Context: an optimization exercise on an open-source flow, tuned for small area and a short achievable clock period. The choices shown serve that exercise and are no tape-out recipe.
The RTL was checked by simulation tests, not by an equivalence proof against the original design.

## flow/design.v (module list and top-level ports; edited modules follow where they fit)
// module test_dsp: 1234 lines
module test_dsp #(parameter width_in1=26, parameter width_in2=14, parameter width_out=40) (
    input clk_i,
    input signed [width_in1:0] a_i,
    input signed [width_in2:0] b_i,
    input signed [width_out:0] pd_pattern1,
    output signed [width_out:0] c_o,
    output reg ones_o
);
  // ...
==> flow/flow/run.sh <==
#!/bin/bash
# Standard ORFS layout, with one extra step between synthesis and floorplan:
# flow/polarity.py removes the polarity inverters that Yosys's full-adder
# extraction leaves between adder cells (full adders are self-dual), and
# swaps gates for their complement cells where that saves an inverter.
# Before that, flow/cpafix.py splits the full adders Yosys made of the final
# adder's last step (sum and carry of s_i, c_i and the prefix carry) into
# xor2 + a21o, so the late prefix carry passes one gate.
# After it, flow/fanout.py gives the high-fanout Booth digit signals an
# inverter-pair driver.
# Registers and ports are untouched.
set -euo pipefail
cd "$(dirname "$0")/.."
W=$(pwd)
R=$W/orfs/results/${FLOW_PLATFORM}/test_dsp/base
LIB=${FLOW_HOME}/platforms/${FLOW_PLATFORM}/lib/sky130_fd_sc_hd__tt_025C_1v80.lib
# port buffers: a real buffer cell (buffer_ports otherwise picks a delay cell)
export BUFFER_PORTS_ARGS="-buffer_cell sky130_fd_sc_hd__buf_2"
bash standard.sh synth > "$W/run_synth.log" 2>&1
cp "$R/1_2_yosys.v" "$W/1_2_yosys.standard.v"
python3 flow/cpafix.py "$W/1_2_yosys.standard.v" "$W/1_2_yosys.cpafix.v" > "$W/run_cpafix.log" 2>&1
python3 flow/polarity.py "$LIB" "$W/1_2_yosys.cpafix.v" "$W/1_2_yosys.polarity.v" > "$W/run_polarity.log" 2>&1
python3 flow/fanout.py 10 "$W/1_2_yosys.polarity.v" "$R/1_2_yosys.v" > "$W/run_fanout.log" 2>&1
rm -f "$R/1_synth.odb" "$R/1_synth.sdc"
bash standard.sh finish > "$W/run_layout.log" 2>&1
==> flow/flow/cpafix.py <==
#!/usr/bin/env python3
"""Split full adders that share two inputs with a half adder.

Yosys's full-adder extraction turns the last step of the final adder,
sum_i = (s_i ^ c_i) ^ G and carry = s_i & c_i | (s_i ^ c_i) & G, into a
full-adder cell on (s_i, c_i, G), although s_i ^ c_i and s_i & c_i already
exist as a half adder and G, the prefix carry, arrives last.  Such a full
adder is replaced by xor2(HA.SUM, G) and a21o(HA.SUM, G, HA.COUT): the same
function, less area, and G passes one gate instead of a full adder.

usage: cpafix.py in.v out.v
"""
import re
import sys

src = open(sys.argv[1]).read()
cell_re = re.compile(r'^  sky130_fd_sc_hd__(\w+) (\S+)\s+\((.*?)\n  \);\n', re.S | re.M)
pin_re = re.compile(r'\.(\w+)\(([^()]*)\)')

cells = []
for m in cell_re.finditer(src):
    pins = dict((p, n) for p, n in pin_re.findall(m.group(3)))
    cells.append((m.group(1), m.group(2), pins, m.span()))
has = {}
for short, name, pins, span in cells:
    if re.fullmatch(r'ha_\d+', short):
        has[frozenset((pins['A'].strip(), pins['B'].strip()))] = pins


def sub(name, suf):
    return name.rstrip() + suf + ' ' if name.startswith('\\') else name + suf


out = []
pos = 0
n = 0
for short, name, pins, span in cells:
    s, e = span
    out.append(src[pos:s])
    pos = e
    text = src[s:e]
    if re.fullmatch(r'fa_\d+', short) and 'SUM' in pins and 'COUT' in pins:
        ins = [pins['A'], pins['B'], pins['CIN']]
        for a, b, z in ((0, 1, 2), (0, 2, 1), (1, 2, 0)):
            h = has.get(frozenset((ins[a].strip(), ins[b].strip())))
            if h is not None and ins[a].strip() != ins[b].strip():
                g = ins[z]
                text = (f'  sky130_fd_sc_hd__xor2_1 {sub(name, "_s")} (\n    .A({h["SUM"]}),\n    .B({g}),\n'
                        f'    .X({pins["SUM"]})\n  );\n'
                        f'  sky130_fd_sc_hd__a21o_1 {sub(name, "_c")} (\n    .A1({h["SUM"]}),\n    .A2({g}),\n'
                        f'    .B1({h["COUT"]}),\n    .X({pins["COUT"]})\n  );\n')
                n += 1
                break
    out.append(text)
out.append(src[pos:])
open(sys.argv[2], 'w').write(''.join(out))
print(f'{n} full adders split into xor2 + a21o')
==> flow/flow/fanout.py <==
#!/usr/bin/env python3
"""Give high-fanout nets driven by small logic gates a strong driver.

In the Booth partial-product selection each encoded digit signal drives a
whole row of selectors; synthesis leaves it on a weak gate.  For every such
net this pass lets the gate drive a small inverter, which drives a large
inverter that drives the original net (an inverter pair: the function is
unchanged; placement's remove_buffers keeps inverters).

usage: fanout.py MIN_FANOUT in.v out.v
"""
import re
import sys

minfo = int(sys.argv[1])
src = open(sys.argv[2]).read()
cell_re = re.compile(r'^  (sky130_fd_sc_hd__(\w+)) (\S+)\s+\((.*?)\n  \);\n', re.S | re.M)
pin_re = re.compile(r'\.(\w+)\(([^()]*)\)')
OUT = {'X', 'Y', 'Q', 'Q_N', 'SUM', 'COUT', 'HI', 'LO'}
SKIP = re.compile(r'(buf|inv|clkbuf|clkinv|bufinv|dlygate|clkdlybuf|dfxtp|fa|ha|conb)')

cells = []
for m in cell_re.finditer(src):
    cells.append((m.group(2), m.group(3), pin_re.findall(m.group(4)), m.span()))
fan = {}
for short, name, pins, span in cells:
    for p, n in pins:
        if p not in OUT:
            fan[n.strip()] = fan.get(n.strip(), 0) + 1

# logical fanout: count sinks through buffer cells
drv = {}
for short, name, pins, span in cells:
    for p, n in pins:
        if p in OUT:
            drv[n.strip()] = short
loads = {}
for short, name, pins, span in cells:
    for p, n in pins:
        if p not in OUT:
            loads.setdefault(n.strip(), []).append((short, pins))
BUF = re.compile(r'(buf|clkbuf)_\d+$')


def logical_fanout(net, depth=0):
    tot = 0
    for short, pins in loads.get(net, []):
        if BUF.match(short) and depth < 20:
            o = [n for p, n in pins if p in OUT][0].strip()
            tot += logical_fanout(o, depth + 1)
        else:
            tot += 1
    return tot


fan = {n: logical_fanout(n) for n in loads}

hdr = re.search(r'module\s+\w+\s*\((.*?)\);', src, re.S)
ports = set(x.strip() for x in hdr.group(1).split(','))

out = []
pos = 0
wires = []
k = 0
for short, name, pins, span in cells:
    s, e = span
    out.append(src[pos:s])
    pos = e
    text = src[s:e]
    if not SKIP.match(short):
        for p, n in pins:
            key = n.strip()
            if p in OUT and fan.get(key, 0) >= minfo and key.lstrip('\\').split('[')[0].strip() not in ports:
                f = fan[key]
                size = 4 if f <= 16 else 6 if f <= 24 else 8
                a, b = f'fo_{k}_a', f'fo_{k}_b'
                wires += [a, b]
                text = text.replace(f'.{p}({n})', f'.{p}({a})')
                text += (f'  sky130_fd_sc_hd__inv_2 fo_cell_{k}a (\n    .A({a}),\n    .Y({b})\n  );\n'
                         f'  sky130_fd_sc_hd__inv_{size} fo_cell_{k}b (\n    .A({b}),\n    .Y({n})\n  );\n')
                k += 1
    out.append(text)
out.append(src[pos:])
text = ''.join(out)
m = re.search(r'\n  wire ', text)
text = text[:m.start() + 1] + ''.join(f'  wire {w};\n' for w in wires) + text[m.start() + 1:]
open(sys.argv[3], 'w').write(text)
print(f'{k} high-fanout nets given an inverter-pair driver (fanout >= {minfo})')
==> flow/flow/polarity.py <==
#!/usr/bin/env python3
"""Remove polarity inverters from a Yosys gate netlist (sky130hd).

Yosys's extract_fa leaves many inverters between full-adder cells.  A full
adder is self-dual, FA(~a, ~b, ~c) = (~sum, ~carry), so each fa cell may
work on inverted signals; a gate with a complement cell (and2/nand2,
a21o/a21oi, ...) may produce its output inverted.  This pass chooses those
polarities to minimise cell area (the inverters still needed plus the
complement swaps), then rewires the netlist with one shared inverter per
signal whose other polarity is still needed.  Registers, ports and every
other cell keep their function; only combinational cells change.

usage: polarity.py LIB in.v out.v
"""
import random
import re
import sys

lib, fin, fout = sys.argv[1:4]
src = open(fin).read()
libt = open(lib).read()

# --- library: area and pins per cell --------------------------------------
AREA = {}
PINS = {}
for m in re.finditer(r'cell \("sky130_fd_sc_hd__(\w+)"\)\s*\{', libt):
    name = m.group(1)
    nxt = libt.find('cell ("sky130_fd_sc_hd__', m.end())
    body = libt[m.end():nxt if nxt > 0 else len(libt)]
    a = re.search(r'\barea\s*:\s*([\d.]+)', body)
    AREA[name] = float(a.group(1)) if a else 0.0
    ins, outs = set(), set()
    for pm in re.finditer(r'pin \("(\w+)"\)\s*\{(.{0,400})', body, re.S):
        d = re.search(r'direction\s*:\s*"?(\w+)', pm.group(2))
        if d:
            (ins if d.group(1) == 'input' else outs).add(pm.group(1))
    PINS[name] = (ins, outs)

PAIRS = [('and2', 'nand2'), ('and3', 'nand3'), ('and4', 'nand4'), ('or2', 'nor2'),
         ('or3', 'nor3'), ('or4', 'nor4'), ('xor2', 'xnor2'), ('xor3', 'xnor3'),
         ('a21o', 'a21oi'), ('a22o', 'a22oi'), ('a211o', 'a211oi'), ('a31o', 'a31oi'),
         ('a32o', 'a32oi'), ('a221o', 'a221oi'), ('a2111o', 'a2111oi'), ('a311o', 'a311oi'),
         ('a41o', 'a41oi'), ('o21a', 'o21ai'), ('o22a', 'o22ai'), ('o211a', 'o211ai'),
         ('o31a', 'o31ai'), ('o32a', 'o32ai'), ('o221a', 'o221ai'), ('o311a', 'o311ai'),
         ('o2111a', 'o2111ai'), ('o41a', 'o41ai'), ('a21bo', 'a21boi'), ('o21ba', 'o21bai'),
         ('and2b', 'nand2b'), ('or2b', 'nor2b'), ('and3b', 'nand3b'), ('or3b', 'nor3b'),
         ('and4b', 'nand4b'), ('or4b', 'nor4b'), ('and4bb', 'nand4bb'), ('or4bb', 'nor4bb'),
         ('mux2', 'mux2i')]
COMP = {}
for a, b in PAIRS:
    COMP[a] = b
    COMP[b] = a


def complement(short):
    m = re.fullmatch(r'(\w+?)_(\d+)', short)
    if not m or m.group(1) not in COMP:
        return None
    base, drive = COMP[m.group(1)], int(m.group(2))
    drives = sorted(int(re.fullmatch(r'.*_(\d+)', n).group(1)) for n in AREA
                    if re.fullmatch(re.escape(base) + r'_\d+', n))
    cand = [d for d in drives if d >= drive] or drives
    if not cand:
        return None
    c = f'{base}_{cand[0]}'
    if c not in PINS or short not in PINS:
        return None
    if PINS[c][0] != PINS[short][0] or len(PINS[c][1]) != 1 or len(PINS[short][1]) != 1:
        return None
    return c


INV_AREA = AREA['inv_1']

# --- netlist ---------------------------------------------------------------
cell_re = re.compile(r'^  (sky130_fd_sc_hd__(\w+)) (\S+)\s+\((.*?)\n  \);\n', re.S | re.M)
pin_re = re.compile(r'\.(\w+)\(([^()]*)\)')

cells = []
for m in cell_re.finditer(src):
    short = m.group(2)
    pins = pin_re.findall(m.group(4))
    cells.append({'short': short, 'name': m.group(3), 'pins': pins, 'span': m.span()})

# a half adder may be split into xor2/xnor2 + and2/nand2 so that each output
# can take either polarity; both halves are modelled as complement cells
newcells = []
for c in cells:
    if re.fullmatch(r'ha_\d+', c['short']):
        d = dict(c['pins'])
        pid = len(newcells)
        newcells.append({'short': 'xor2_1', 'name': c['name'], 'pins': [('A', d['A']), ('B', d['B']), ('X', d['SUM'])],
                         'span': c['span'], 'ha': (pid, 0, c)})
        newcells.append({'short': 'and2_1', 'name': c['name'], 'pins': [('A', d['A']), ('B', d['B']), ('X', d['COUT'])],
                         'span': None, 'ha': (pid, 1, c)})
    else:
        newcells.append(c)
cells = newcells

hdr = re.search(r'module\s+\w+\s*\((.*?)\);', src, re.S)
ports = set(x.strip() for x in hdr.group(1).split(','))
if re.search(r'^\s*assign\s', src, re.M):
    open(fout, 'w').write(src)
    print('assign statements present; netlist left unchanged')
    sys.exit(0)


def key(n):
    return n.strip()


def is_port_net(k):
    return k.lstrip('\\').split('[')[0].strip() in ports


def outpins(c):
    return PINS.get(c['short'], (set(), {'X', 'Y', 'Q', 'SUM', 'COUT', 'HI', 'LO'}))[1]


driver = {}
for i, c in enumerate(cells):
    for p, n in c['pins']:
        if p in outpins(c):
            driver[key(n)] = i

removable = []
for c in cells:
    ok = False
    if re.fullmatch(r'inv_\d+', c['short']):
        ok = not is_port_net(key(dict(c['pins'])['Y']))
    removable.append(ok)


def root(k):
    par = 0
    while k in driver and removable[driver[k]]:
        k = key(dict(cells[driver[k]]['pins'])['A'])
        par ^= 1
    return k, par


kind = []
comp = []
for i, c in enumerate(cells):
    if removable[i]:
        kind.append(None)
        comp.append(None)
    elif re.fullmatch(r'fa_\d+', c['short']):
        kind.append('fa')
        comp.append(None)
    else:
        cc = complement(c['short'])
        kind.append('comp' if cc else None)
        comp.append(cc)

cons = []
for i, c in enumerate(cells):
    if removable[i]:
        continue
    for j, (p, n) in enumerate(c['pins']):
        if p in outpins(c):
            continue
        r, q = root(key(n))
        cons.append((i, j, r, q))
by_root = {}
for ci, (i, j, r, q) in enumerate(cons):
    by_root.setdefault(r, []).append(ci)
port_roots = {k for k in driver if is_port_net(k)}

flip = [0] * len(cells)


def drv_pol(r):
    d = driver.get(r)
    if d is None or kind[d] is None:
        return 0
    return flip[d]


def need(ci):
    i, j, r, q = cons[ci]
    return q ^ (flip[i] if kind[i] == 'fa' else 0)


def cost_root(r):
    d = drv_pol(r)
    if r in port_roots and d:
        return 1e6
    for ci in by_root.get(r, []):
        if need(ci) != d:
            return INV_AREA
    return 0.0


def cell_cost(i):
    c = cells[i]
    if 'ha' in c:
        pid, half, orig = c['ha']
        if half == 1:
            return 0.0
        fs, fc = flip[pid], flip[pid + 1]
        if not fs and not fc:
            return 0.0
        a = AREA['xnor2_1' if fs else 'xor2_1'] + AREA['nand2_1' if fc else 'and2_1']
        return a - AREA[orig['short']]
    if kind[i] == 'comp' and flip[i]:
        return AREA[comp[i]] - AREA[cells[i]['short']]
    return 0.0


touch = {}
for i, c in enumerate(cells):
    if kind[i] is None:
        continue
    rs = set()
    for p, n in c['pins']:
        k = key(n)
        if p in outpins(c):
            rs.add(k)
        elif kind[i] == 'fa':
            rs.add(root(k)[0])
    touch[i] = rs


def total():
    return sum(cost_root(r) for r in set(by_root) | port_roots) + sum(cell_cost(i) for i in touch)


def owner(i):
    c = cells[i]
    return c['ha'][0] if 'ha' in c else i


def delta(i):
    rs = touch[i]
    o = owner(i)
    c0 = sum(cost_root(r) for r in rs) + cell_cost(o)
    flip[i] ^= 1
    c1 = sum(cost_root(r) for r in rs) + cell_cost(o)
    flip[i] ^= 1
    return c1 - c0


before = total()
rng = random.Random(1)
ids = list(touch)
best_flip = list(flip)
cur = best = before
steps = 60 * len(ids) + 1
for step in range(steps):
    T = max(0.05, 4.0 * (1 - step / steps))
    i = ids[rng.randrange(len(ids))]
    d = delta(i)
    if d <= 0 or rng.random() < pow(2.718281828, -d / T):
        flip[i] ^= 1
        cur += d
        if cur < best - 1e-9:
            best = cur
            best_flip = list(flip)
flip[:] = best_flip
changed = True
while changed:
    changed = False
    for i in ids:
        if delta(i) < -1e-9:
            flip[i] ^= 1
            changed = True
after = total()

# --- rewrite ---------------------------------------------------------------
orig_text = {}
for c in cells:
    for p, n in c['pins']:
        orig_text.setdefault(key(n), n)
newinv = {}
extra_wires, extra_cells = [], []


def net_for(r, want):
    if want == drv_pol(r):
        return orig_text.get(r, r)
    if r not in newinv:
        k = len(newinv)
        nn = f'polinv_{k}'
        newinv[r] = nn
        extra_wires.append(f'  wire {nn};\n')
        extra_cells.append(f'  sky130_fd_sc_hd__inv_1 polinv_cell_{k} (\n'
                           f'    .A({orig_text.get(r, r)}),\n    .Y({nn})\n  );\n')
    return newinv[r]


newpins = {}
for ci, (i, j, r, q) in enumerate(cons):
    newpins[(i, j)] = net_for(r, need(ci))

# size each new inverter by its fanout
fan = {}
for nn in newpins.values():
    fan[nn] = fan.get(nn, 0) + 1
for k, r in enumerate(list(newinv)):
    nn = newinv[r]
    f = fan.get(nn, 0)
    size = 1 if f <= 3 else 2 if f <= 6 else 4 if f <= 12 else 8
    extra_cells[k] = extra_cells[k].replace('sky130_fd_sc_hd__inv_1 ', f'sky130_fd_sc_hd__inv_{size} ', 1)

out = []
pos = 0
nswap = 0
def hname(name, suf):
    if name.startswith('\\'):
        return name.rstrip() + suf + ' '
    return name + suf


for i, c in enumerate(cells):
    if c['span'] is not None:
        s, e = c['span']
        out.append(src[pos:s])
        pos = e
    if removable[i]:
        continue
    if 'ha' in c:
        pid, half, orig = c['ha']
        if half == 1:
            continue
        fs, fc = flip[pid], flip[pid + 1]
        ins = [newpins.get((pid, 0), cells[pid]['pins'][0][1]), newpins.get((pid, 1), cells[pid]['pins'][1][1])]
        ins2 = [newpins.get((pid + 1, 0), cells[pid + 1]['pins'][0][1]), newpins.get((pid + 1, 1), cells[pid + 1]['pins'][1][1])]
        assert ins == ins2
        so, co = cells[pid]['pins'][2][1], cells[pid + 1]['pins'][2][1]
        if not fs and not fc:
            out.append(f'  sky130_fd_sc_hd__{orig["short"]} {c["name"]} (\n    .A({ins[0]}),\n    .B({ins[1]}),\n'
                       f'    .COUT({co}),\n    .SUM({so})\n  );\n')
        else:
            nswap += 1
            st, sp = ('xnor2_1', 'Y') if fs else ('xor2_1', 'X')
            ct, cp = ('nand2_1', 'Y') if fc else ('and2_1', 'X')
            out.append(f'  sky130_fd_sc_hd__{st} {hname(c["name"], "_s")} (\n    .A({ins[0]}),\n    .B({ins[1]}),\n    .{sp}({so})\n  );\n')
            out.append(f'  sky130_fd_sc_hd__{ct} {hname(c["name"], "_c")} (\n    .A({ins[0]}),\n    .B({ins[1]}),\n    .{cp}({co})\n  );\n')
        continue
    short = c['short']
    pins = c['pins']
    if kind[i] == 'comp' and flip[i]:
        nswap += 1
        newshort = comp[i]
        op_old = next(iter(PINS[short][1]))
        op_new = next(iter(PINS[newshort][1]))
        pins = [(op_new if p == op_old else p, n) for p, n in pins]
        short = newshort
    pl = [f'    .{p}({newpins.get((i, j), n)})' for j, (p, n) in enumerate(pins)]
    out.append(f'  sky130_fd_sc_hd__{short} {c["name"]} (\n' + ',\n'.join(pl) + '\n  );\n')
tail = src[pos:]
idx = tail.rfind('endmodule')
out.append(tail[:idx])
out.extend(extra_cells)
out.append(tail[idx:])
text = ''.join(out)
m = re.search(r'\n  wire ', text)
text = text[:m.start() + 1] + ''.join(extra_wires) + text[m.start() + 1:]
open(fout, 'w').write(text)
print(f'inverters removed {sum(removable)}, added {len(newinv)}; complement swaps {nswap}; '
      f'fa flipped {sum(flip[i] for i in ids if kind[i] == "fa")}; '
      f'area cost {before:.1f} -> {after:.1f} (relative)')
==> flow/standard.sh <==
#!/bin/bash
# synth_recipe.tcl (not shown) runs the flow's synth.tcl, then flattens the netlist and writes it again
# the make line also repeats each setting of config.mk as NAME=value (left out here)
make -C /OpenROAD-flow-scripts/flow DESIGN_CONFIG=/design/flow/config.mk WORK_HOME=/design/flow/orfs CLKGATE_MAP_FILE= SYNTH_SCRIPT=/design/flow/synth_recipe.tcl "${@:-finish}"
==> flow/config.mk <==
export PLATFORM = sky130hd
export DESIGN_NAME = test_dsp
export DESIGN_NICKNAME = test_dsp
export VERILOG_FILES = /design/flow/design.v
export SDC_FILE = /design/flow/constraint.sdc
export NUM_CORES = 4
export LEC_CHECK = 0
export ABC_AREA = 1
export CAP_MARGIN = 20
export CORE_MARGIN = 2
export CORE_UTILIZATION = 50
export CTS_BUF_LIST = sky130_fd_sc_hd__clkbuf_8
export CTS_CLUSTER_DIAMETER = 71
export CTS_CLUSTER_SIZE = 12
export SETUP_SLACK_MARGIN = 3.4
export SLEW_MARGIN = 20
==> flow/constraint.sdc <==
create_clock -name core_clock -period 6.5 [get_ports {clk_i}]
set_input_delay 1.3000 -clock core_clock [delete_from_list [all_inputs] [get_ports {clk_i}]]
set_output_delay 1.3000 -clock core_clock [all_outputs]
set_load 0.01 [all_outputs]
==> implementation parameters, run 1 <==
Parameter                              Value

STA
  Fmax ... 328.9 MHz
  Clock period minus worst slack ... 3040 ps
  Setup TNS Final ... 0 ps
  Worst Clk Skew ... 19.22 ps
  Period utilisation layout ... 0.4677

Run
  Maxcap violations ... 0

Setup path
  Endpoint required time on the critical path ... 7010 ps
  Kind of cell with the highest combined delay on the critical path ... adder cells
  Worst Setup SP ... b_i[3]
  Critical path, cell by cell ... buf_6 -> nor2_4 -> or2_4 -> inv_4 -> inv_8 -> o22ai_1 -> xor2_1 -> fa_2 -> fa_2
  Register-to-Register Path Depth ... 18

Drt
  ANT nets after route ... 0
  Routed Wire Length ... 37,970 um
  Vias/cell ... 5.339

Final layout
  Non-clock buffer total of the final layout ... 135
  Fraction of area in registers ... 0.2513
  Area used by multi-input combinational logic ... 10,360 um^2

Synthesis
  Number of instances in the synthesized netlist ... 1,591

Clock network
  Clock latency reported for the late side of the worst-skew pair ... 560 ps
  Maximum buffer depth of the clock tree ... 3
  Clock edge transition at the registers on the reported setup and hold paths ... 80 ps
  Number of clock sinks seen by CTS ... 219

Floorplanning
  Die height ... 180.6 um

Min path
  Endpoint with the worst hold slack ... ones_o$_DFF_P_
  HP Class ... flop to flop

Outcome
  Outcome ... timing/DRC/antenna clean
==> run 2, diff against run 1 <==
--- a/flow/config.mk
+++ b/flow/config.mk
@@ -12,5 +12,5 @@
 export CTS_BUF_LIST = sky130_fd_sc_hd__clkbuf_8
 export CTS_CLUSTER_DIAMETER = 71
 export CTS_CLUSTER_SIZE = 12
-export SETUP_SLACK_MARGIN = 3.4
+export SETUP_SLACK_MARGIN = 3.5
 export SLEW_MARGIN = 20
==> run 2 against run 1 <==
Effect of this change:
- still clean on timing, DRC and antenna
- critical path type is now flop to flop
- design area rose by 2.3%
- via count rose by 1.9%
- largest cell class unchanged
- non-clock buffer count is 10 higher
==> implementation parameters, run 2 <==
Parameter                              Value

Run
  Maxcap violations ... 0 (unchanged)

Drt
  WL/cell ... 18.92 um (was 18.33 um)
  Remaining routing DRC violations ... 0 (unchanged)
  Number of design-rule violations left by the first detailed-router iteration ... 702 (was 788)
  ANT nets after route ... 0 (unchanged)
  First-pass detailed-route iteration total ... 5 (unchanged)
  Routed Wire Length ... 39,460 um (was 37,970 um)
  Vias/cell ... 5.406 (was 5.339)
  Total via count in the routed design ... 11,270 (was 11,060)

Global route
  Number of antenna violations at the first check in global routing ... 0 (unchanged)
  Number of global-route vias before repair ... 11,490 (was 11,320)
  Gr ovfl total ... 0 (unchanged)
  Largest net degree at the start of global routing ... 32 (unchanged)
  Total Routing Usage GR ... 0.2366 (was 0.2337)
  Global-route wire length before repair ... 61,890 um (was 61,250 um)

Synthesis
  Yosys warns ... 1 (unchanged)
  Cell area after synthesis ... 15,600 um^2 (unchanged)
  Post-synth net total ... 1,895 (unchanged)
  Synthesized area per cell ... 9.805 um^2 (unchanged)
  Number of instances in the synthesized netlist ... 1,591 (unchanged)

Clock network
  Clock tree from TritonCTS ... yes (unchanged)
  Maximum buffer depth of the clock tree ... 3 (unchanged)
  Number of clock sinks seen by CTS ... 219 (unchanged)
  CTS H-tree lvls ... 1 (unchanged)
  CTS Root Buffer Type ... clkbuf_8 (unchanged)
  TritonCTS buffer count ... 23 (unchanged)
  Clock edge transition at the registers on the reported setup and hold paths ... 80 ps (about the same)
  Clock latency reported for the late side of the worst-skew pair ... 560 ps (about the same)

STA
  Period utilisation layout ... 0.4637 (was 0.4677)
  Setup TNS Final ... 0 ps (unchanged)
  Setup slack after layout ... 3486 ps (was 3460 ps)
  Setup repair after global routing missed its margin ... true (unchanged)
  Max-slew violations ... 0 (unchanged)
  Fmax ... 331.7 MHz (was 328.9 MHz)
  Number of setup violations in the final report ... 0 (unchanged)
  Clock period minus worst slack ... 3014 ps (was 3040 ps)
  Slew margin rel. ... 0.6714 (was 0.6394)
  Final Hold Violating Endpoints ... 0 (unchanged)
  Worst Tran Pin Value ... 493.0 ps (was 539.8 ps)
  Worst Clk Skew ... 17.81 ps (was 19.22 ps)

Setup path
  Worst-path cell with the longest stage delay ... fa_1 (was fa_2)
  Number of buffers and inverters on the critical path ... 2 (was 3)
  Register-to-register path setup slack ... 3490 ps (was 3470 ps)
  CP arrival ... 3460 ps (was 3550 ps)
  CP Max Fanout ... 6 (was 27)
  Sort of element at the start of the critical path ... flop (was primary input)
  Kind of end point of the critical path ... flop (unchanged)
  Kind of cell with the highest combined delay on the critical path ... adder cells (unchanged)
  Critical path, cell by cell ... ha_4 -> fa_1 -> fa_1 -> ha_4 -> nand2_2 -> nor2_1 -> nor2_1 -> nand2_1 -> a21oi_4 -> nand2_4 -> inv_6 -> inv_8 -> a21o_1 -> xor2_1 (was buf_6 -> nor2_4 -> or2_4 -> inv_4 -> inv_8 -> o22ai_1 -> xor2_1 -> fa_2 -> fa_2)
  Critical path class ... flop to flop (was primary input to flop)
  Startpoint of the lowest-slack register-to-register path ... r1_c31_0$_DFF_P_ (was r1_c13_3$_DFF_P_)
  Delay of the slowest critical-path stage ... 600 ps (was 550 ps)
  Endpoint of the most critical register-to-register path ... prod_r[33]$_DFF_P_ (unchanged)
  Endpoint required time on the critical path ... 6940 ps (was 7010 ps)
  Register-to-Register Path Depth ... 14 (was 18)

Place
  Count of input and output buffers ... 125 (unchanged)
  Half-perimeter wire length of the detailed placement result ... 27,180 um (was 26,960 um)
  Placer congestion estimate ... 0.8392 (was 0.8577)
  Pre-CTS setup slack ... 2227 ps (was 2198 ps)

Final layout
  Share of post-route cells with drive strength above 1 ... 0.2783 (was 0.2484)
  Number of diodes ... 0 (unchanged)
  Synthesis-to-layout area growth ... 14.44% (was 11.83%)
  Commonest non-fill, non-tap cell in the layout ... xor2_1 (unchanged)
  Final #Nets ... 1,988 (was 1,974)
  Regs by FF count ... pat_r: 41 flops, prod_r: 41 flops, eqp_r: 6 flops (unchanged)
  Most used cells in the layout excluding fill and tap cells ... xor2_1 (256), dfxtp_1 (216), inv_1 (142), o22ai_1 (136), nand2_1 (123) (was xor2_1 (256), dfxtp_1 (219), inv_1 (149), o22ai_1 (142), fa_1 (132))

Floorplanning
  Count of boundary I/O pins ... 126 (unchanged)
  Die area ... 32,630 um^2 (unchanged)
  Die span in x ... 180.6 um (unchanged)
  Number of standard-cell rows in the floorplan ... 64 (unchanged)
  Effective utilization at floorplan ... 0.5086 (unchanged)
  Floorplan core area ... 30,670 um^2 (unchanged)
  Die height ... 180.6 um (unchanged)

Min path
  Hold path cells ... 2 (unchanged)
  Endpoint with the worst hold slack ... ones_o$_DFF_P_ (unchanged)
  Launch instance of the worst min-delay path ... eqp_r[1]$_DFF_P_ (unchanged)
  HP Class ... flop to flop (unchanged)

Outcome
  Outcome ... timing/DRC/antenna clean (unchanged)
-- run 2: repair_timing --
item                                    4_1_cts  5_1_grt
hold buffers                                  0        0
gates cloned                                  1        7
endpoints found under the setup margin      112       47
gates resized for setup                      61       58
setup buffers                                 8        5
pin swaps                                    12       22
-- run 2: worst reg2reg max path, delay by kind of cell (launching register included) --
kind	cells	cell delay, ps
DFF	1	370
and+or+nand+nor	5	390
adders and majority gates	4	1550
buffers and inverters	2	140
AOI/OAI and AO/OA	2	310
xor gates and xnor gates	1	150
-- run 2: worst max-delay path by stage --
stage | start | slack [ps] | cells past startpoint | to
detailed placement | b_i[9] | 2230 | 9 | r1_c18_3$_DFF_P_
finish | r1_c31_0$_DFF_P_ | 3490 | 14 | prod_r[33]$_DFF_P_
floorplan | b_i[9] | 3150 | 11 | r1_c21_3$_DFF_P_
CTS | b_i[7] | 3500 | 8 | r1_c16_3$_DFF_P_
global placement | b_i[9] | 2300 | 9 | r1_c18_3$_DFF_P_
global route | r1_c31_0$_DFF_P_ | 3380 | 14 | prod_r[33]$_DFF_P_
-- run 2: layout make-up --
cell class | count | area [um^2]
flip-flops and latches | 219 | 4388
clock buffers | 25 | 344.1
multi-input cells | 1068 | 10540
clock inverters | 5 | 28.78
fillers | 2738 | 12820
repair inverters | 5 | 38.79
repair buffers | 145 | 948.4
well taps | 396 | 495.5
inverters | 222 | 1072
-- run 2: per-layer routing --
metal	vias up	GRT usage	routed length (um)
met2	427	0.3732	17700
met4	0	0.07419	1202
met1	5448	0.3341	17670
li1	5329	-	-
met5	-	0	0
met3	67	0.03820	2881
-- run 2: stage by stage --
step | utilization | cells | hold slack (ps) | instance area (um^2)
final | 0.5821 | 2085 | 434.0 | 17850
after floorplan | - | 1591 | 400.0 | 16220
after CTS | 0.5703 | 2073 | 436.5 | 17490
after detailed placement | 0.5469 | 2034 | 423.4 | 16770
after global placement | 0.5469 | 2034 | 420.1 | 16770
after global routing | 0.5821 | 2085 | 454.0 | 17850
==> run 3, diff against run 2 <==
==> flow/flow/run.sh (replaced) <==
#!/bin/bash
# Standard ORFS layout, with one extra step between synthesis and floorplan:
# flow/polarity.py removes the polarity inverters that Yosys's full-adder
# extraction leaves between adder cells (full adders are self-dual), and
# swaps gates for their complement cells where that saves an inverter;
# flow/fanout.py then gives the high-fanout Booth digit signals an
# inverter-pair driver.
# Registers and ports are untouched.
set -euo pipefail
cd "$(dirname "$0")/.."
W=$(pwd)
R=$W/orfs/results/${FLOW_PLATFORM}/test_dsp/base
LIB=${FLOW_HOME}/platforms/${FLOW_PLATFORM}/lib/sky130_fd_sc_hd__tt_025C_1v80.lib
# port buffers: a real buffer cell (buffer_ports otherwise picks a delay cell)
export BUFFER_PORTS_ARGS="-buffer_cell sky130_fd_sc_hd__buf_2"
bash standard.sh synth > "$W/run_synth.log" 2>&1
cp "$R/1_2_yosys.v" "$W/1_2_yosys.standard.v"
python3 flow/polarity.py "$LIB" "$W/1_2_yosys.standard.v" "$W/1_2_yosys.polarity.v" > "$W/run_polarity.log" 2>&1
python3 flow/fanout.py 10 "$W/1_2_yosys.polarity.v" "$R/1_2_yosys.v" > "$W/run_fanout.log" 2>&1
rm -f "$R/1_synth.odb" "$R/1_synth.sdc"
bash standard.sh finish > "$W/run_layout.log" 2>&1
removed: flow/flow/cpafix.py
==> run 3 against run 2 <==
Effect of this change:
- first-iteration DRC count rose by 11%
- critical path depth up 1
- largest cell class unchanged
- highest routed layer unchanged
- register-to-register slack got worse by 100 ps
- core utilization grew 0.59 points
- clock skew is 20 ps higher
- critical path type unchanged
- still clean on timing, DRC and antenna
==> implementation parameters, run 3 <==
Parameter                              Value

Outcome
  Outcome ... timing/DRC/antenna clean (unchanged)

Floorplanning
  Die area ... 32,810 um^2 (was 32,630 um^2)
  Die height ... 181.1 um (was 180.6 um)
  Count of boundary I/O pins ... 126 (unchanged)
  Effective utilization at floorplan ... 0.5101 (was 0.5086)
  Die span in x ... 181.1 um (was 180.6 um)
  Number of standard-cell rows in the floorplan ... 64 (unchanged)
  Floorplan core area ... 30,750 um^2 (was 30,670 um^2)

Min path
  Launch instance of the worst min-delay path ... eqp_r[1]$_DFF_P_ (unchanged)
  Hold path cells ... 2 (unchanged)
  HP Class ... flop to flop (unchanged)
  Endpoint with the worst hold slack ... ones_o$_DFF_P_ (unchanged)

Final layout
  Commonest non-fill, non-tap cell in the layout ... xor2_1 (unchanged)
  Number of inserted filler cells in the final layout ... 2,651 (was 2,738)
  Sequential Area ... 4389 um^2 (was 4388 um^2)
  Core Util, Final ... 0.5880 (was 0.5821)
  Cell area after layout ... 18,080 um^2 (was 17,850 um^2)
  Final #Nets ... 1,986 (was 1,988)
  Share of post-route cells with drive strength above 1 ... 0.2862 (was 0.2783)
  Area used by multi-input combinational logic ... 10,690 um^2 (was 10,540 um^2)
  Number of diodes ... 0 (unchanged)
  Most used cells in the layout excluding fill and tap cells ... xor2_1 (223), dfxtp_1 (215), fa_1 (153), inv_1 (143), o22ai_1 (142) (was xor2_1 (256), dfxtp_1 (216), inv_1 (142), o22ai_1 (136), nand2_1 (123))
  Synthesis-to-layout area growth ... 15.27% (was 14.44%)
  Regs by FF count ... pat_r: 41 flops, prod_r: 41 flops, eqp_r: 6 flops (unchanged)
  Post-layout instance count excluding filler cells ... 2,059 (was 2,085)

Place
  Count of input and output buffers ... 125 (unchanged)
  Half-perimeter wire length of the detailed placement result ... 27,330 um (was 27,180 um)
  Pre-CTS setup slack ... 2251 ps (was 2227 ps)
  Cell count after placement ... 1,999 (was 2,034)
  Placed cell area ... 16,800 um^2 (was 16,770 um^2)
  Placer congestion estimate ... 0.8326 (was 0.8392)

Setup path
  CP Max Fanout ... 3 (was 6)
  Register-to-Register Path Depth ... 15 (was 14)
  Kind of end point of the critical path ... flop (unchanged)
  Startpoint of the lowest-slack register-to-register path ... r1_c13_4$_DFF_P_ (was r1_c31_0$_DFF_P_)
  CP arrival ... 3550 ps (was 3460 ps)
  Register-to-register path setup slack ... 3390 ps (was 3490 ps)
  Endpoint of the most critical register-to-register path ... prod_r[32]$_DFF_P_ (was prod_r[33]$_DFF_P_)
  Sort of element at the start of the critical path ... flop (unchanged)
  Critical path class ... flop to flop (unchanged)
  Endpoint required time on the critical path ... 6940 ps (about the same)
  Worst Setup SP ... r1_c13_4$_DFF_P_ (was r1_c31_0$_DFF_P_)

Global route
  Global-route wire length before repair ... 62,530 um (was 61,890 um)
  Largest net degree at the start of global routing ... 32 (unchanged)
  Total Routing Usage GR ... 0.2385 (was 0.2366)
  Gr ovfl total ... 0 (unchanged)
  Number of global-route vias before repair ... 11,540 (was 11,490)
  Number of antenna violations at the first check in global routing ... 0 (unchanged)

STA
  Worst Clk Skew ... 38.05 ps (was 17.81 ps)
  Fmax ... 321.1 MHz (was 331.7 MHz)
  Clock period minus worst slack ... 3114 ps (was 3014 ps)
  Period utilisation layout ... 0.4791 (was 0.4637)
  Slew margin rel. ... 0.6659 (was 0.6714)
  Setup repair after global routing missed its margin ... true (unchanged)
  Number of setup violations in the final report ... 0 (unchanged)
  Worst Tran Pin Value ... 501.1 ps (was 493.0 ps)
  Final Hold Violating Endpoints ... 0 (unchanged)
  Setup slack after layout ... 3386 ps (was 3486 ps)
  Setup TNS Final ... 0 ps (unchanged)
  Max-slew violations ... 0 (unchanged)

Clock network
  Clock edge transition at the registers on the reported setup and hold paths ... 90 ps (was 80 ps)
  Clock tree from TritonCTS ... yes (unchanged)
  CTS Root Buffer Type ... clkbuf_8 (unchanged)
  Number of clock sinks seen by CTS ... 219 (unchanged)
  Clock latency reported for the late side of the worst-skew pair ... 560 ps (about the same)
  Hold-fix buffers, CTS ... 0 (unchanged)
  TritonCTS buffer count ... 24 (was 23)
  CTS H-tree lvls ... 1 (unchanged)
  Maximum buffer depth of the clock tree ... 3 (unchanged)

Run
  Maxcap violations ... 0 (unchanged)

Synthesis
  Yosys warns ... 1 (unchanged)
  Post-synth net total ... 1,888 (was 1,895)
  Synthesized area per cell ... 10.07 um^2 (was 9.805 um^2)
  Cell area after synthesis ... 15,690 um^2 (was 15,600 um^2)
  Number of instances in the synthesized netlist ... 1,557 (was 1,591)

Drt
  Routed Wire Length ... 39,300 um (was 39,460 um)
  Total via count in the routed design ... 11,220 (was 11,270)
  Vias/cell ... 5.451 (was 5.406)
  First-pass detailed-route iteration total ... 5 (unchanged)
  Routed met1 length ... 17,510 um (was 17,670 um)
  Number of design-rule violations left by the first detailed-router iteration ... 782 (was 702)
  WL/cell ... 19.09 um (was 18.92 um)
  Met3 Wirelength ... 2605 um (was 2881 um)
  Routed length on met2 ... 18,290 um (was 17,700 um)
  Remaining routing DRC violations ... 0 (unchanged)
  Top routing layer used ... met4 (unchanged)
  ANT nets after route ... 0 (unchanged)
==> run 3: final cells by class <==
class	instances	share of cell area
multi-input combinational	1041	0.5913
sequential	219	0.2428
inverter	215	0.05799
timing repair buffer	148	0.05377
tap	396	0.02740
clock buffer	29	0.02207
timing repair inverter	6	0.002837
clock inverter	5	0.001868
==> run 3: stage by stage <==
| stage | hold WS (ps) |
|---|---|
| after detailed placement | 417.9 |
| after floorplan | 400.0 |
| after CTS | 432.3 |
| after global routing | 446.9 |
| after global placement | 421.7 |
| final | 427.0 |
==> run 3: repair_timing <==
action	in CTS	in global routing
pin swaps	25	36
buffers inserted	11	7
cloned	1	7
gates resized for setup	59	83
endpoints found under the setup margin	115	57
==> run 3: how the worst max path moves through the flow <==
| stage | end | slack, ps | cells past startpoint |
|---|---|---|---|
| final | prod_r[32]$_DFF_P_ | 3390 | 15 |
| after floorplan | r1_c14_2$_DFF_P_ | 3130 | 11 |
| after global placement | r1_c18_3$_DFF_P_ | 2320 | 9 |
| after CTS | prod_r[33]$_DFF_P_ | 3350 | 14 |
| after global routing | prod_r[32]$_DFF_P_ | 3240 | 14 |
| after detailed placement | r1_c18_3$_DFF_P_ | 2250 | 9 |
==> run 3: per-layer routing <==
| metal | vias to the layer above | track usage |
|---|---|---|
| li1 | 5202 | - |
| met1 | 5555 | 0.3383 |
| met2 | 406 | 0.3833 |
| met3 | 61 | 0.03911 |
| met4 | 0 | 0.05724 |
| met5 | - | 0 |
==> run 3: worst max-delay path, stage by stage, from the launching register on <==
cell and delay [ps]:
dfxtp_2 330, fa_1 510, fa_2 610, xor2_4 180, nand2_2 80, or3_4 360, inv_2 60, nand2_2 40
nand2_2 60, inv_2 60, inv_8 70, nand2_4 50, nand2_4 70, inv_4 40, inv_8 50, fa_2 410
==> run 4, diff against run 3 <==
--- a/flow/config.mk
+++ b/flow/config.mk
@@ -12,5 +12,5 @@
 export CTS_BUF_LIST = sky130_fd_sc_hd__clkbuf_8
 export CTS_CLUSTER_DIAMETER = 71
 export CTS_CLUSTER_SIZE = 12
-export SETUP_SLACK_MARGIN = 3.5
+export SETUP_SLACK_MARGIN = 3.3
 export SLEW_MARGIN = 20
==> run 4 against run 3 <==
Effect of this change:
- critical path depth stayed put
- final cell count is 1.1% lower
- synthesized cell count stayed put
- worst hold slack worse by 1.0 ps
- sequential cell count stayed put
- area after synthesis stayed put
- count of clock-buffer cells in the layout is 5 lower
- design area is 3.6% lower
==> implementation parameters, run 4 <==
Parameter                              Value

Outcome
  Outcome ... timing/DRC/antenna clean (unchanged)

Final layout
  Final #Nets ... 1,969 (was 1,986)
  Synthesis-to-layout area growth ... 11.11% (was 15.27%)
  Commonest non-fill, non-tap cell in the layout ... xor2_1 (unchanged)
  Area used by multi-input combinational logic ... 10,410 um^2 (was 10,690 um^2)
  Share of post-route cells with drive strength above 1 ... 0.2371 (was 0.2862)
  Number of diodes ... 0 (unchanged)
  Most used cells in the layout excluding fill and tap cells ... xor2_1 (230), dfxtp_1 (217), fa_1 (173), o22ai_1 (149), inv_1 (148) (was xor2_1 (223), dfxtp_1 (215), fa_1 (153), inv_1 (143), o22ai_1 (142))
  Sequential Area ... 4387 um^2 (was 4389 um^2)
  Number of inserted filler cells in the final layout ... 2,773 (was 2,651)
  Regs by FF count ... pat_r: 41 flops, prod_r: 41 flops, eqp_r: 6 flops (unchanged)

Drt
  Remaining routing DRC violations ... 0 (unchanged)
  Total via count in the routed design ... 11,030 (was 11,220)
  Number of design-rule violations left by the first detailed-router iteration ... 700 (was 782)
  ANT nets after route ... 0 (unchanged)
  WL/cell ... 18.66 um (was 19.09 um)
  Vias/cell ... 5.412 (was 5.451)
  First-pass detailed-route iteration total ... 5 (unchanged)
  Routed Wire Length ... 38,010 um (was 39,300 um)

STA
  WHS ... 425.9 ps (was 427.0 ps)
  Setup repair after global routing missed its margin ... true (unchanged)
  Clock period minus worst slack ... 3151 ps (was 3114 ps)
  Setup slack after layout ... 3349 ps (was 3386 ps)
  Slew margin rel. ... 0.6587 (was 0.6659)
  Worst Clk Skew ... 18.55 ps (was 38.05 ps)
  Fmax ... 317.4 MHz (was 321.1 MHz)
  Max-slew violations ... 0 (unchanged)
  Worst Tran Pin Value ... 511.9 ps (was 501.1 ps)
  Number of setup violations in the final report ... 0 (unchanged)
  Period utilisation layout ... 0.4847 (was 0.4791)
  Final Hold Violating Endpoints ... 0 (unchanged)
  Setup TNS Final ... 0 ps (unchanged)

Setup path
  Kind of end point of the critical path ... flop (unchanged)
  Critical path class ... flop to flop (unchanged)
  CP arrival ... 3580 ps (was 3550 ps)
  Endpoint required time on the critical path ... 6930 ps (was 6940 ps)
  CP Max Fanout ... 4 (was 3)
  Sort of element at the start of the critical path ... flop (unchanged)

Synthesis
  Number of instances in the synthesized netlist ... 1,557 (unchanged)
  Synthesized area per cell ... 10.07 um^2 (unchanged)
  Cell area after synthesis ... 15,690 um^2 (unchanged)
  Yosys warns ... 1 (unchanged)
  Post-synth net total ... 1,888 (unchanged)

Global route
  Global-route wire length before repair ... 61,460 um (was 62,530 um)
  Total Routing Usage GR ... 0.2361 (was 0.2385)
  Number of global-route vias before repair ... 11,500 (was 11,540)
  Gr ovfl total ... 0 (unchanged)
  Number of antenna violations at the first check in global routing ... 0 (unchanged)
  Largest net degree at the start of global routing ... 32 (unchanged)

Clock network
  TritonCTS buffer count ... 23 (was 24)
  Number of clock sinks seen by CTS ... 219 (unchanged)
  Clock edge transition at the registers on the reported setup and hold paths ... 80 ps (was 90 ps)
  CTS H-tree lvls ... 1 (unchanged)
  Clock latency reported for the late side of the worst-skew pair ... 560 ps (about the same)
  Clock tree from TritonCTS ... yes (unchanged)
  Maximum buffer depth of the clock tree ... 3 (unchanged)
  CTS Root Buffer Type ... clkbuf_8 (unchanged)

Place
  Pre-CTS setup slack ... 2256 ps (was 2251 ps)
  Half-perimeter wire length of the detailed placement result ... 27,180 um (was 27,330 um)
  Placer congestion estimate ... 0.8279 (was 0.8326)
  Count of input and output buffers ... 125 (unchanged)

Floorplanning
  Floorplan core area ... 30,750 um^2 (unchanged)
  Number of standard-cell rows in the floorplan ... 64 (unchanged)
  Die area ... 32,810 um^2 (unchanged)
  Die height ... 181.1 um (unchanged)
  Count of boundary I/O pins ... 126 (unchanged)
  Die span in x ... 181.1 um (unchanged)
  Effective utilization at floorplan ... 0.5101 (unchanged)

Min path
  HP Class ... flop to flop (unchanged)

Run
  Maxcap violations ... 0 (unchanged)
==> run 4: final cells by class <==
type	instances	share of cell area
multi-input cells	1041	0.5971
repair inverters	1	0.0004307
clock inverters	4	0.001508
inverters	215	0.05757
repair buffers	137	0.04436
clock buffers	24	0.01895
flip-flops and latches	219	0.2517
well taps	396	0.02843
==> run 4: metrics by stage <==
| stage | util | cells | area [um^2] |
|---|---|---|---|
| 2_1_floorplan | - | 1557 | 16070 |
| 3_3_place_gp | 0.5421 | 1998 | 16670 |
| 3_5_place_dp | 0.5421 | 1998 | 16670 |
| 4_1_cts | 0.5623 | 2034 | 17290 |
| 5_1_grt | 0.5668 | 2037 | 17430 |
| 6_report | 0.5668 | 2037 | 17430 |
==> run 4: worst max-delay path, stage by stage (launching register included) <==
cell      delay (ps)
dfxtp_2          330
fa_1             590
fa_2             470
ha_4             310
nand2_4           50
or3_4            360
inv_2             60
nand2_2           40
nand2_2           70
inv_2             50
inv_8             70
nand2_4           50
nand2_4           70
inv_4             40
clkinv_8          40
fa_2             410
==> run 4: what timing repair did <==
action	4_1_cts	5_1_grt
cloned	1	0
hold buffers	0	0
buffers inserted	7	3
setup endpoints to repair	89	23
pin swaps	12	17
resized for setup	40	27
==> run 4: final timing paths <==
check	end	startpoint	slack, ps	cells past startpoint
setup / recovery	prod_r[32]$_DFF_P_	r1_c15_2$_DFF_P_	3350	15
hold / removal	ones_o$_DFF_P_	eqp_r[1]$_DFF_P_	430	2
setup reg to reg	prod_r[32]$_DFF_P_	r1_c15_2$_DFF_P_	3350	15
hold reg to reg	ones_o$_DFF_P_	eqp_r[1]$_DFF_P_	430	2
==> run 4: per-layer routing <==
layer  routed length (um)  up-vias  share of wire  global-route usage
met4                  950        0          0.025             0.06699
met5                    0        -              0                   0
li1                     -     5155              -                   -
met1                16810     5421           0.44              0.3266
met3                 2330       58          0.061             0.03507
met2                17910      391           0.47              0.3868
==> run 5, diff against run 4 <==
--- a/flow/config.mk
+++ b/flow/config.mk
@@ -12,5 +12,5 @@
 export CTS_BUF_LIST = sky130_fd_sc_hd__clkbuf_8
 export CTS_CLUSTER_DIAMETER = 71
 export CTS_CLUSTER_SIZE = 12
-export SETUP_SLACK_MARGIN = 3.3
+export SETUP_SLACK_MARGIN = 3.4
 export SLEW_MARGIN = 20
==> run 5 against run 4 <==
Effect of this change:
- final cell count is 0.25% higher
- clock skew is 6.9 ps higher
- global-route usage is 0.21 points lower
- critical path depth is 1 lower
- highest routed layer unchanged
==> implementation parameters, run 5 <==
Parameter                              Value

Outcome
  Outcome ... timing/DRC/antenna clean (unchanged)

Min path
  Launch instance of the worst min-delay path ... eqp_r[1]$_DFF_P_ (unchanged)
  Endpoint with the worst hold slack ... ones_o$_DFF_P_ (unchanged)
  HP Class ... flop to flop (unchanged)
  Hold path cells ... 2 (unchanged)

Drt
  Total via count in the routed design ... 10,960 (was 11,030)
  Routed Wire Length ... 37,960 um (was 38,010 um)
  Number of design-rule violations left by the first detailed-router iteration ... 693 (was 700)
  Remaining routing DRC violations ... 0 (unchanged)
  Vias/cell ... 5.369 (was 5.412)
  WL/cell ... 18.59 um (was 18.66 um)
  First-pass detailed-route iteration total ... 7 (was 5)
  ANT nets after route ... 0 (unchanged)

Synthesis
  Post-synth net total ... 1,888 (unchanged)
  Yosys warns ... 1 (unchanged)
  Synthesized area per cell ... 10.07 um^2 (unchanged)
  Cell area after synthesis ... 15,690 um^2 (unchanged)
  Number of instances in the synthesized netlist ... 1,557 (unchanged)

Setup path
  Startpoint of the lowest-slack register-to-register path ... r1_c26_0$_DFF_P_ (was r1_c15_2$_DFF_P_)
  Kind of cell with the highest combined delay on the critical path ... adder cells (unchanged)
  Critical path class ... flop to flop (unchanged)
  Register-to-register path setup slack ... 3350 ps (about the same)
  Worst Setup SP ... r1_c26_0$_DFF_P_ (was r1_c15_2$_DFF_P_)
  Endpoint of the most critical register-to-register path ... prod_r[33]$_DFF_P_ (was prod_r[32]$_DFF_P_)
  CP Max Fanout ... 4 (unchanged)
  Kind of end point of the critical path ... flop (unchanged)
  Worst-path cell with the longest stage delay ... fa_1 (unchanged)
  Register-to-Register Path Depth ... 14 (was 15)
  Endpoint required time on the critical path ... 6940 ps (was 6930 ps)
  Critical path, cell by cell ... fa_1 -> fa_1 -> ha_4 -> and2_1 -> nand2_2 -> inv_1 -> nand2_1 -> inv_1 -> a21oi_4 -> nand2_4 -> inv_4 -> inv_6 -> fa_2 -> xor2_1 (was fa_1 -> fa_2 -> ha_4 -> nand2_4 -> or3_4 -> inv_2 -> nand2_2 -> nand2_2 -> inv_2 -> inv_8 -> nand2_4 -> nand2_4 -> inv_4 -> clkinv_8 -> fa_2)
  CP arrival ... 3590 ps (was 3580 ps)
  Sort of element at the start of the critical path ... flop (unchanged)
  Number of buffers and inverters on the critical path ... 4 (was 5)
  Delay of the slowest critical-path stage ... 610 ps (was 590 ps)

Clock network
  Number of clock sinks seen by CTS ... 219 (unchanged)
  CTS H-tree lvls ... 1 (unchanged)
  TritonCTS buffer count ... 23 (unchanged)
  Maximum buffer depth of the clock tree ... 3 (unchanged)
  Clock edge transition at the registers on the reported setup and hold paths ... 80 ps (about the same)
  CTS Root Buffer Type ... clkbuf_8 (unchanged)
  Clock latency reported for the late side of the worst-skew pair ... 550 ps (was 560 ps)
  Clock tree from TritonCTS ... yes (unchanged)

Final layout
  Regs by FF count ... pat_r: 41 flops, prod_r: 41 flops, eqp_r: 6 flops (unchanged)
  Commonest non-fill, non-tap cell in the layout ... xor2_1 (unchanged)
  Sequential Area ... 4387 um^2 (unchanged)
  Area used by multi-input combinational logic ... 10,510 um^2 (was 10,410 um^2)
  Most used cells in the layout excluding fill and tap cells ... xor2_1 (228), dfxtp_1 (217), fa_1 (162), inv_1 (146), o22ai_1 (145) (was xor2_1 (230), dfxtp_1 (217), fa_1 (173), o22ai_1 (149), inv_1 (148))
  Share of post-route cells with drive strength above 1 ... 0.2582 (was 0.2371)
  Number of inserted filler cells in the final layout ... 2,767 (was 2,773)
  Number of diodes ... 0 (unchanged)
  Synthesis-to-layout area growth ... 12.24% (was 11.11%)
  Final #Nets ... 1,973 (was 1,969)

STA
  Slew margin rel. ... 0.6360 (was 0.6587)
  Number of setup violations in the final report ... 0 (unchanged)
  Worst Tran Pin Value ... 544.8 ps (was 511.9 ps)
  Fmax ... 317.3 MHz (was 317.4 MHz)
  Setup repair after global routing missed its margin ... true (unchanged)
  Worst Clk Skew ... 25.46 ps (was 18.55 ps)
  Final Hold Violating Endpoints ... 0 (unchanged)
  Clock period minus worst slack ... 3151 ps (about the same)
  Period utilisation layout ... 0.4848 (was 0.4847)
  Max-slew violations ... 0 (unchanged)
  Setup TNS Final ... 0 ps (unchanged)

Floorplanning
  Die span in x ... 181.1 um (unchanged)
  Effective utilization at floorplan ... 0.5101 (unchanged)
  Die height ... 181.1 um (unchanged)
  Floorplan core area ... 30,750 um^2 (unchanged)
  Number of standard-cell rows in the floorplan ... 64 (unchanged)
  Count of boundary I/O pins ... 126 (unchanged)
  Die area ... 32,810 um^2 (unchanged)

Global route
  Number of global-route vias before repair ... 11,370 (was 11,500)
  Global-route wire length before repair ... 61,130 um (was 61,460 um)
  Largest net degree at the start of global routing ... 32 (unchanged)
  Number of antenna violations at the first check in global routing ... 0 (unchanged)
  Total Routing Usage GR ... 0.2340 (was 0.2361)
  Gr ovfl total ... 0 (unchanged)

Place
  Placer congestion estimate ... 0.8251 (was 0.8279)
  Count of input and output buffers ... 125 (unchanged)
  Half-perimeter wire length of the detailed placement result ... 27,000 um (was 27,180 um)

Run
  Maxcap violations ... 0 (unchanged)
==> run 5: final cells by class <==
| cell class | instances | area share |
|---|---|---|
| clock inverters | 6 | 0.001919 |
| clock buffers | 23 | 0.01798 |
| inverters | 215 | 0.05699 |
| repair inverters | 1 | 0.0004264 |
| flip-flops and latches | 219 | 0.2491 |
| repair buffers | 141 | 0.04861 |
| well taps | 396 | 0.02814 |
| multi-input cells | 1041 | 0.5968 |
==> run 5: worst max-delay path by stage <==
| stage | end | slack, ps | depth (start not counted) |
|---|---|---|---|
| 2_1_floorplan | r1_c14_2$_DFF_P_ | 3130 | 11 |
| 6_report | prod_r[33]$_DFF_P_ | 3350 | 14 |
| 3_3_place_gp | r1_c18_3$_DFF_P_ | 2320 | 9 |
| 5_1_grt | prod_r[33]$_DFF_P_ | 3250 | 14 |
| 4_1_cts | prod_r[32]$_DFF_P_ | 3360 | 13 |
| 3_5_place_dp | r1_c18_3$_DFF_P_ | 2230 | 9 |
==> run 5: what timing repair did <==
action                                  CTS  global route
cloned                                    1             1
setup buffers                            11             2
pin swaps                                18            27
hold buffers                              0             0
endpoints found under the hold margin     0             0
resized for setup                        39            50
endpoints found under the setup margin   96            61
==> run 5: metal layers <==
layer	vias up	wire, um	GRT usage
li1	5170	-	-
met1	5345	16920	0.3308
met2	386	17660	0.3759
met3	62	2385	0.03507
met4	0	994	0.06439
met5	-	0	0
==> run 5: through the flow <==
stage | area, um^2 | hold WS (ps) | util | std cells | setup slack, ps
CTS | 17350 | 445.2 | 0.5643 | 2039 | 3356
floorplan | 16150 | 400.0 | - | 1557 | 3133
detailed placement | 16750 | 426.8 | 0.5447 | 1998 | 2227
global placement | 16750 | 421.9 | 0.5447 | 1998 | 2320
global route | 17610 | 469.0 | 0.5726 | 2042 | 3253
finish | 17610 | 436.8 | 0.5726 | 2042 | 3349
==> run 5: worst min-delay path: cells and delay by family, from the launching register on <==
kind	cells	cell delay [ps]
flops	1	300
simple gates	2	90

-- static timing again, ports no longer ideal --
The flow's constraints put no driver on any port. The routed layouts listed below were extracted and timed again, unchanged, in two steps. Step 1 sets driving cells, clkbuf_16 on the clock port and buf_2 on the other inputs (assumed; they add their load-dependent delay and slew). Step 2 moves the port delays by t, midway between the first and last clock arrival at a register: inputs arrive t later, outputs are due t later. That takes back most of the time a late clock gives input paths. Three values: ideal, step 1, step 2; two values: the first two.
run | t (ns) | setup slack, ns | hold WS [ns] | slew at the worst register clock pin (ns) | cell pins on the clock port's net
run 1 | 0.599 | 3.460 / 3.388 / 2.788 | 0.426 / 0.426 / 0.426 | 0.09 / 0.09 | 1
run 2 | 0.595 | 3.486 / 3.463 / 2.868 | 0.434 / 0.434 / 0.434 | 0.09 / 0.09 | 1
run 3 | 0.595 | 3.386 / 3.386 / 2.805 | 0.427 / 0.427 / 0.427 | 0.09 / 0.09 | 1
run 4 | 0.599 | 3.349 / 3.349 / 2.760 | 0.426 / 0.426 / 0.426 | 0.09 / 0.09 | 1
run 5 | 0.585 | 3.349 / 3.349 / 2.869 | 0.437 / 0.437 / 0.437 | 0.09 / 0.09 | 1
After both steps setup and hold are still met in every run listed. The setup slack of run 1, which loses most, moves by -0.072 ns with the drivers and by -0.672 ns with both steps.
